This design comes from an exercise in tuning for small area and a short achievable clock period on the open sky130 flow, not from production work. RTL that was checked went through simulation tests only; none was proved equivalent to the original. No activity file was given, so power comes from the tool's default toggle rates.

Setup of S:
==> flow/design.v (excerpt) <==
module dadda_16_16(mpd_in, mpr_in, op_out, clk);
  input clk;
  input [15:0] mpd_in, mpr_in;
  output [32:0] op_out;
  wire [17:0] ye = {2'b00, mpr_in};
  wire [7:0] e_one, e_two;
  genvar gi, gj;
  generate for (gi = 0; gi < 8; gi = gi + 1) begin : g_enc
    wire ym1 = (gi == 0) ? 1'b0 : ye[2*gi-1];
    assign e_one[gi] = ye[2*gi] ^ ym1;
    assign e_two[gi] = (ye[2*gi+1] & ~ye[2*gi] & ~ym1) | (~ye[2*gi+1] & ye[2*gi] & ym1);
  end endgenerate
  reg [15:0] x;
  reg [7:0] one, two, neg;
  reg [25:0] q0, q1;
  reg [5:0] ql;
  reg qc;
  wire carry_n = w270;
  wire [25:0] r0n, r1n;
  wire [5:0] sln;
  always @(posedge clk) begin
    x <= mpd_in;
    one <= e_one;
    two <= e_two;
    neg <= {mpr_in[15], mpr_in[13], mpr_in[11], mpr_in[9], mpr_in[7], mpr_in[5], mpr_in[3], mpr_in[1]};
    q0 <= r0n;
    q1 <= r1n;
    ql <= sln;
    qc <= carry_n;
  end
  wire [7:0] negn = ~neg;
  wire [16:0] ppn [0:7];
  wire [17:0] xe = {1'b0, x, 1'b0};
  generate for (gi = 0; gi < 8; gi = gi + 1) begin : g_pp
    for (gj = 0; gj < 17; gj = gj + 1) begin : g_ppj
      bsel u_sel (.a(xe[gj+1]), .b(xe[gj]), .one(one[gi]), .two(two[gi]), .neg(neg[gi]), .pn(ppn[gi][gj]));
    end
  end endgenerate
  wire [15:0] r8n;
  generate for (gj = 0; gj < 16; gj = gj + 1) begin : g_r8
    g_nand2 u_r8 (.a(x[gj]), .b(neg[7]), .y(r8n[gj]));
  end endgenerate
  wire ci1;
  wire ci2;
  wire ci3;
  wire ci4;
  wire ci5;
  wire ci6;
  wire w7;
  wire w8;
  wire w9;
  wire w10;
  wire w11;
  wire w12;
  wire w13;
  wire w14;
  wire w15;
  wire w16;
  wire w17;
  wire w18;
  wire w19;
  wire w20;
  wire w21;
  wire w22;
  ...
==> flow/config.mk <==
export PLATFORM = sky130hd
export DESIGN_NAME = dadda_16_16
export DESIGN_NICKNAME = dadda_16_16
export VERILOG_FILES = /design/flow/design.v
export SDC_FILE = /design/flow/constraint.sdc
export NUM_CORES = 4
export LEC_CHECK = 0
export CAP_MARGIN = 20
export CORE_MARGIN = 2
export CORE_UTILIZATION = 40
export SETUP_SLACK_MARGIN = 4.0
export SLEW_MARGIN = 20
export SYNTH_HIERARCHICAL = 1
==> flow/constraint.sdc <==
create_clock -name core_clock -period 7.0 [get_ports {clk}]
set_input_delay 1.4000 -clock core_clock [delete_from_list [all_inputs] [get_ports {clk}]]
set_output_delay 1.4000 -clock core_clock [all_outputs]
set_load 0.01 [all_outputs]
standard.sh (not shown) runs the stock make flow with config.mk's settings and CLKGATE_MAP_FILE= SYNTH_SCRIPT=/design/flow/synth_recipe.tcl, a recipe that flattens the netlist after the stock synthesis.
==> flow/flow/run.sh <==
#!/bin/bash
# Standard layout, with a step after synthesis (flow/post_synth.tcl) that
# downsizes logic cells and removes synthesis buffers before placement.
set -euo pipefail
here=$(pwd)
bash standard.sh POST_SYNTH_TCL=$here/flow/post_synth.tcl finish > $here/standard_flow.log 2>&1
==> flow/flow/post_synth.tcl <==
# After synthesis: take every logic cell down to the smallest drive strength
# of its own kind and drop the buffers synthesis inserted; timing repair in the
# later steps sizes up what the critical paths need.
set n_resized 0
foreach inst [get_cells *] {
  set master [get_property $inst ref_name]
  if {![regexp {^(sky130_fd_sc_hd__[a-z0-9]+)_([0-9]+)$} $master -> base size]} { continue }
  if {[regexp {__(df|dl|sdf|edf|conb|tap|fill|decap|clk)} $base]} { continue }
  set best ""
  set best_area 1e9
  foreach s {0 1 2 4} {
    set lc [get_lib_cells -quiet */${base}_$s]
    if {$lc eq ""} { continue }
    if {[get_property $lc dont_use]} { continue }
    set a [get_property $lc area]
    if {$a < $best_area} { set best_area $a; set best [get_name $lc] }
  }
  if {$best ne "" && $best ne $master} {
    replace_cell $inst $best
    incr n_resized
  }
}
puts "post_synth: resized $n_resized cells"
remove_buffers
No stage failed in S, and the final checks on the layout all came back clean.
### S -> T
Settings: SETUP_SLACK_MARGIN now 3.5, was 4.0.
--- outcome ---
When T is measured against S, its critical path depth turns out 1 lower.
Taking S as the reference, in T share of power burned in combinational logic -1.4 points, logic depth of the worst register-to-register path -1, placed standard-cell area ~0 delta.
Clock-pin slew reported for the worst setup and hold paths after clock tree synthesis essentially unchanged between S and T.
The fraction of area in clock buffers and inverters in T sits 0.43 points above the value recorded for S.
Summary — switching power share of the total, T relative to S: lower, by 1.5 points.
Taking S as the reference, in T global routing met2 resource utilization went down; setup slack now smaller.
No functional check of the RTL was part of any run of this note.


Setup of the reference run:
Another version of the RTL of dadda_16_16 (not shown whole).
Size: roughly 780 cells after synthesis, ~66 I/O pins, ~8200 sq um of cells after synthesis.
export LEC_CHECK = 0
export CAP_MARGIN = 20
export CORE_MARGIN = 2
export CORE_UTILIZATION = 55
export CTS_BUF_LIST = sky130_fd_sc_hd__clkbuf_8 sky130_fd_sc_hd__clkbuf_16
export CTS_CLUSTER_DIAMETER = 60
export CTS_CLUSTER_SIZE = 30
export SETUP_SLACK_MARGIN = 3.75
export SLEW_MARGIN = 20
export SYNTH_HIERARCHICAL = 1
create_clock -name core_clock -period 7.0 [get_ports {clk}]
==> flow/flow/run.sh <==
#!/bin/bash
# Standard layout (the standard.sh) with two changes:
#  - after synthesis, flow/post_synth.tcl takes logic cells down to their
#    smallest drive strength (timing repair later sizes up what it needs);
#  - the port buffers are buf_1 cells (sized up by repair where needed).
set -euo pipefail
here=$(pwd)
bash standard.sh POST_SYNTH_TCL=$here/flow/post_synth.tcl \
  "BUFFER_PORTS_ARGS=-buffer_cell sky130_fd_sc_hd__buf_1" finish > $here/standard_flow.log 2>&1
==> flow/flow/post_synth.tcl <==
# After synthesis: take every logic cell down to the smallest drive strength
# of its own kind and drop the buffers synthesis inserted; timing repair in the
# later steps sizes up what the critical paths need.
set n_resized 0
foreach inst [get_cells *] {
  set master [get_property $inst ref_name]
  if {![regexp {^(sky130_fd_sc_hd__[a-z0-9]+)_([0-9]+)$} $master -> base size]} { continue }
  if {[regexp {__(df|dl|sdf|edf|conb|tap|fill|decap|clk)} $base]} { continue }
  set best ""
  set best_area 1e9
  foreach s {0 1 2 4} {
    set lc [get_lib_cells -quiet */${base}_$s]
    if {$lc eq ""} { continue }
    if {[get_property $lc dont_use]} { continue }
    set a [get_property $lc area]
    if {$a < $best_area} { set best_area $a; set best [get_name $lc] }
  }
  if {$best ne "" && $best ne $master} {
    replace_cell $inst $best
    incr n_resized
  }
}
puts "post_synth: resized $n_resized cells"
remove_buffers
# The first-stage registers each drive a row or column of Booth selectors
# (16-17 loads): give them the strongest flip-flop of their kind.
set n_up 0
foreach inst [get_cells *] {
  if {[regexp {^(x|one|two|neg)\[} [get_name $inst]] && [get_property $inst ref_name] eq "sky130_fd_sc_hd__dfxtp_1"} {
    replace_cell $inst sky130_fd_sc_hd__dfxtp_4
    incr n_up
  }
}
puts "post_synth: upsized $n_up first-stage flip-flops"
diff inputs: the reference run => the trial run
# the reference run
export LEC_CHECK = 0
export CAP_MARGIN = 20
export CORE_MARGIN = 2
export CORE_UTILIZATION = 55
export CTS_BUF_LIST = sky130_fd_sc_hd__clkbuf_8 sky130_fd_sc_hd__clkbuf_16
export CTS_CLUSTER_DIAMETER = 60
export CTS_CLUSTER_SIZE = 30
export SETUP_SLACK_MARGIN = 3.75
export SLEW_MARGIN = 20
export SYNTH_HIERARCHICAL = 1
create_clock -name core_clock -period 7.0 [get_ports {clk}]
# the trial run
export LEC_CHECK = 0
export CAP_MARGIN = 20
export CORE_MARGIN = 2
export CORE_UTILIZATION = 55
export CTS_BUF_LIST = sky130_fd_sc_hd__clkbuf_8 sky130_fd_sc_hd__clkbuf_16
export CTS_CLUSTER_DIAMETER = 60
export CTS_CLUSTER_SIZE = 30
export SETUP_SLACK_MARGIN = 3.65
export SLEW_MARGIN = 20
export SYNTH_HIERARCHICAL = 1
create_clock -name core_clock -period 7.0 [get_ports {clk}]
--- outcome ---
Of the trial run and the reference run, the run reporting the lower largest fanout of any net on the critical path was the reference run. Delta(utilization, the trial run - the reference run) < 0. As far as final period utilization is concerned, the trial run and the reference run perform about the same. Summary — area growth from synthesis to final layout, the trial run relative to the reference run: lower, by 3.1 points. There was hardly any difference in top achievable clock speed between the trial run and the reference run. Taking the reference run as the reference point, the leakage power total of the trial run falls by 1.6%. Est. power | the trial run vs the reference run | the trial run lower. Between the trial run and the reference run, internal power component is higher for the reference run, the trial run comes in under that. Re post-CTS setup buffer count: the reference run was higher than the trial run. As far as total die area is concerned, the trial run and the reference run perform about the same. Worst-case setup margin in the final layout: the reference run vs the trial run — no meaningful difference.
No run of this note included a check of the RTL's function; only the layout flow was run.


Another version of the RTL of dadda_16_16 (not shown whole).
For scale: ~100 flip-flops, about 66 I/O pins.
make LEC_CHECK=0 CAP_MARGIN=20 CORE_MARGIN=2 CORE_UTILIZATION=40 SETUP_SLACK_MARGIN=3.5 SLEW_MARGIN=20 SYNTH_HIERARCHICAL=1 finish   # period 7.0 ns
run.sh (not shown) runs the stock make flow with config.mk's settings and CLKGATE_MAP_FILE= SYNTH_SCRIPT=/design/flow/synth_recipe.tcl, a recipe that flattens the netlist after the stock synthesis.
Stock flow here: none of the scripts above is used.
The first run went through all stages and came out clean.
Change:
SETUP_SLACK_MARGIN = not set   (was 3.5)
The changed run produced a clean layout.
Critical path depth is lower by 3.
Non-clock buffer count is lower by 38.
Design area is lower by 6.8%.
Via count is lower by 3.9%.
Routed wire length is lower by 5.8%.
Global-route usage is lower by 0.80 points.
Die area does not change.
Synthesized area is unchanged.
Utilization is lower by 3.3 points.


dadda_16_16, a different RTL version from the one above (not shown whole).
For scale: ~780 cells after synthesis, ~66 I/O pins, about 8100 µm² of cells after synthesis.
Settings: LEC_CHECK=0, CAP_MARGIN=20, CORE_MARGIN=2, CORE_UTILIZATION=55, CTS_BUF_LIST=sky130_fd_sc_hd__clkbuf_8 sky130_fd_sc_hd__clkbuf_16, CTS_CLUSTER_DIAMETER=60, CTS_CLUSTER_SIZE=30, SETUP_SLACK_MARGIN=3.4, SLEW_MARGIN=20, SYNTH_HIERARCHICAL=1; clock period 7.0 ns.
standard.sh (not shown) runs the stock make flow with config.mk's settings and CLKGATE_MAP_FILE= SYNTH_SCRIPT=/design/flow/synth_recipe.tcl, a recipe that flattens the netlist after the stock synthesis.
==> flow/flow/post_synth.tcl <==
# After synthesis: take every logic cell down to the smallest drive strength
# of its own kind and drop the buffers synthesis inserted; timing repair in the
# later steps sizes up what the critical paths need.
set n_resized 0
foreach inst [get_cells *] {
  set master [get_property $inst ref_name]
  if {![regexp {^(sky130_fd_sc_hd__[a-z0-9]+)_([0-9]+)$} $master -> base size]} { continue }
  if {[regexp {__(df|dl|sdf|edf|conb|tap|fill|decap|clk)} $base]} { continue }
  set best ""
  set best_area 1e9
  foreach s {0 1 2 4} {
    set lc [get_lib_cells -quiet */${base}_$s]
    if {$lc eq ""} { continue }
    if {[get_property $lc dont_use]} { continue }
    set a [get_property $lc area]
    if {$a < $best_area} { set best_area $a; set best [get_name $lc] }
  }
  if {$best ne "" && $best ne $master} {
    replace_cell $inst $best
    incr n_resized
  }
}
puts "post_synth: resized $n_resized cells"
remove_buffers
Scripts as last shown in full above: flow/flow/run.sh
The first run ran to the end with no violations.
Rerun with:
Settings changed: CTS_BUF_LIST sky130_fd_sc_hd__clkbuf_8 sky130_fd_sc_hd__clkbuf_16 to sky130_fd_sc_hd__clkbuf_4 sky130_fd_sc_hd__clkbuf_8, CTS_CLUSTER_DIAMETER 60 to not set, CTS_CLUSTER_SIZE 30 to not set, SETUP_SLACK_MARGIN 3.4 to 3.3.
What happened: Final cell count stays the same; clock power goes down by 24%; die area does not change.
Rerun with:
Settings changed: CORE_UTILIZATION 55 to 45, SETUP_SLACK_MARGIN 3.3 to 3.4.
Outcome: The new run passed the timing, design-rule and antenna checks; fmax rises by 2.0%; worst hold slack gets worse by 24 ps; cell area rises by 1.4%; sequential power rises by about 2%; routed wire length rises by 2.1%; synthesized area is unchanged; core utilization falls by 9.9 points.
Rerun with:
--- a/flow/flow/post_synth.tcl
+++ b/flow/flow/post_synth.tcl
@@ -24,0 +25,10 @@
+# The first-stage registers each drive a row or column of Booth selectors
+# (16-17 loads): give them the strongest flip-flop of their kind.
+set n_up 0
+foreach inst [get_cells *] {
+  if {[regexp {^(x|one|two|neg)\[} [get_name $inst]] && [get_property $inst ref_name] eq "sky130_fd_sc_hd__dfxtp_1"} {
+    replace_cell $inst sky130_fd_sc_hd__dfxtp_4
+    incr n_up
+  }
+}
+puts "post_synth: upsized $n_up first-stage flip-flops"
Settings changed: CORE_UTILIZATION 45 to 55, CTS_BUF_LIST sky130_fd_sc_hd__clkbuf_4 sky130_fd_sc_hd__clkbuf_8 to sky130_fd_sc_hd__clkbuf_8 sky130_fd_sc_hd__clkbuf_16, CTS_CLUSTER_DIAMETER set to 60, CTS_CLUSTER_SIZE set to 30, SETUP_SLACK_MARGIN 3.4 to 3.6.
What happened: Global-route usage grows by 4.1 points; utilization went up by 12 points; die area fell by about a fifth; hold slack is worse by 46 ps; fmax goes up by a few percent; first-iteration DRC count increases by roughly a tenth; wire length went up by a few percent; design area rose by a few percent; via count increases slightly; combinational power came out higher by a few percent.
Rerun with:
Settings changed: SETUP_SLACK_MARGIN 3.6 to 3.4.
Outcome: The new run ran to the end with no violations; global-route usage hardly moves; count of clock-buffer cells in the layout grows by 1; sequential cell count is unchanged; synthesized area does not change; total power shrinks by 3.9%; final cell count shrinks by 0.48%; non-clock buffer count shrinks by 5; hold slack is better by 5.0 ps; design area shrinks by 2.2%; utilization shrinks by 1.4 points.
Rerun with:
--- a/flow/flow/post_synth.tcl
+++ b/flow/flow/post_synth.tcl
@@ -25,10 +24,0 @@
-# The first-stage registers each drive a row or column of Booth selectors
-# (16-17 loads): give them the strongest flip-flop of their kind.
-set n_up 0
-foreach inst [get_cells *] {
-  if {[regexp {^(x|one|two|neg)\[} [get_name $inst]] && [get_property $inst ref_name] eq "sky130_fd_sc_hd__dfxtp_1"} {
-    replace_cell $inst sky130_fd_sc_hd__dfxtp_4
-    incr n_up
-  }
-}
-puts "post_synth: upsized $n_up first-stage flip-flops"
Settings changed: CTS_BUF_LIST sky130_fd_sc_hd__clkbuf_8 sky130_fd_sc_hd__clkbuf_16 to sky130_fd_sc_hd__clkbuf_4 sky130_fd_sc_hd__clkbuf_8, CTS_CLUSTER_DIAMETER 60 to not set, CTS_CLUSTER_SIZE 30 to not set.
Result: The changed run completed without violations. Count of clock-buffer cells in the layout is unchanged. Hold slack is better by 67 ps. Sequential power drops by about 2%.

[separate check: timing with driven ports]
The flow's constraints put no driver on any port. The routed layouts listed below were extracted and timed again, unchanged, in two steps. Step 1 sets driving cells, clkbuf_16 on the clock port and buf_2 on the other inputs (assumed; they add their load-dependent delay and slew). Step 2 times the ports against the registers' clock, not the clock port: input delays grow and output delays shrink by t, the midpoint of the rising clock arrivals with the driver on. Three values: ideal ports, drivers, drivers and shift; two values: the first two.
run | t (ns) | slack for setup (ns) | clock arrival spread, ns
S | 0.401 | 3.392 / 3.349 / 3.749 | 0.011 / 0.011
T | 0.398 | 3.321 / 3.280 / 3.577 | 0.008 / 0.008
the reference run | 0.393 | 3.607 / 3.564 / 3.824 | 0.012 / 0.012
the trial run | 0.392 | 3.605 / 3.562 / 3.808 | 0.011 / 0.012
the first run of note 3 | 0.406 | 2.853 / 2.808 / 3.214 | 0.008 / 0.007
the second run of note 3 | 0.406 | 2.347 / 2.303 / 2.709 | 0.010 / 0.010
the first run of note 4 | 0.390 | 3.499 / 3.457 / 3.516 | 0.012 / 0.012
the second run of note 4 | 0.418 | 3.429 / 3.395 / 3.429 | 0.016 / 0.016
the third run of note 4 | 0.430 | 3.498 / 3.459 / 3.528 | 0.019 / 0.020
the fourth run of note 4 | 0.397 | 3.616 / 3.576 / 3.757 | 0.015 / 0.016
the fifth run of note 4 | 0.396 | 3.558 / 3.514 / 3.732 | 0.012 / 0.012
the sixth run of note 4 | 0.415 | 3.535 / 3.497 / 3.612 | 0.015 / 0.015
After both steps setup and hold are still met in every run listed.
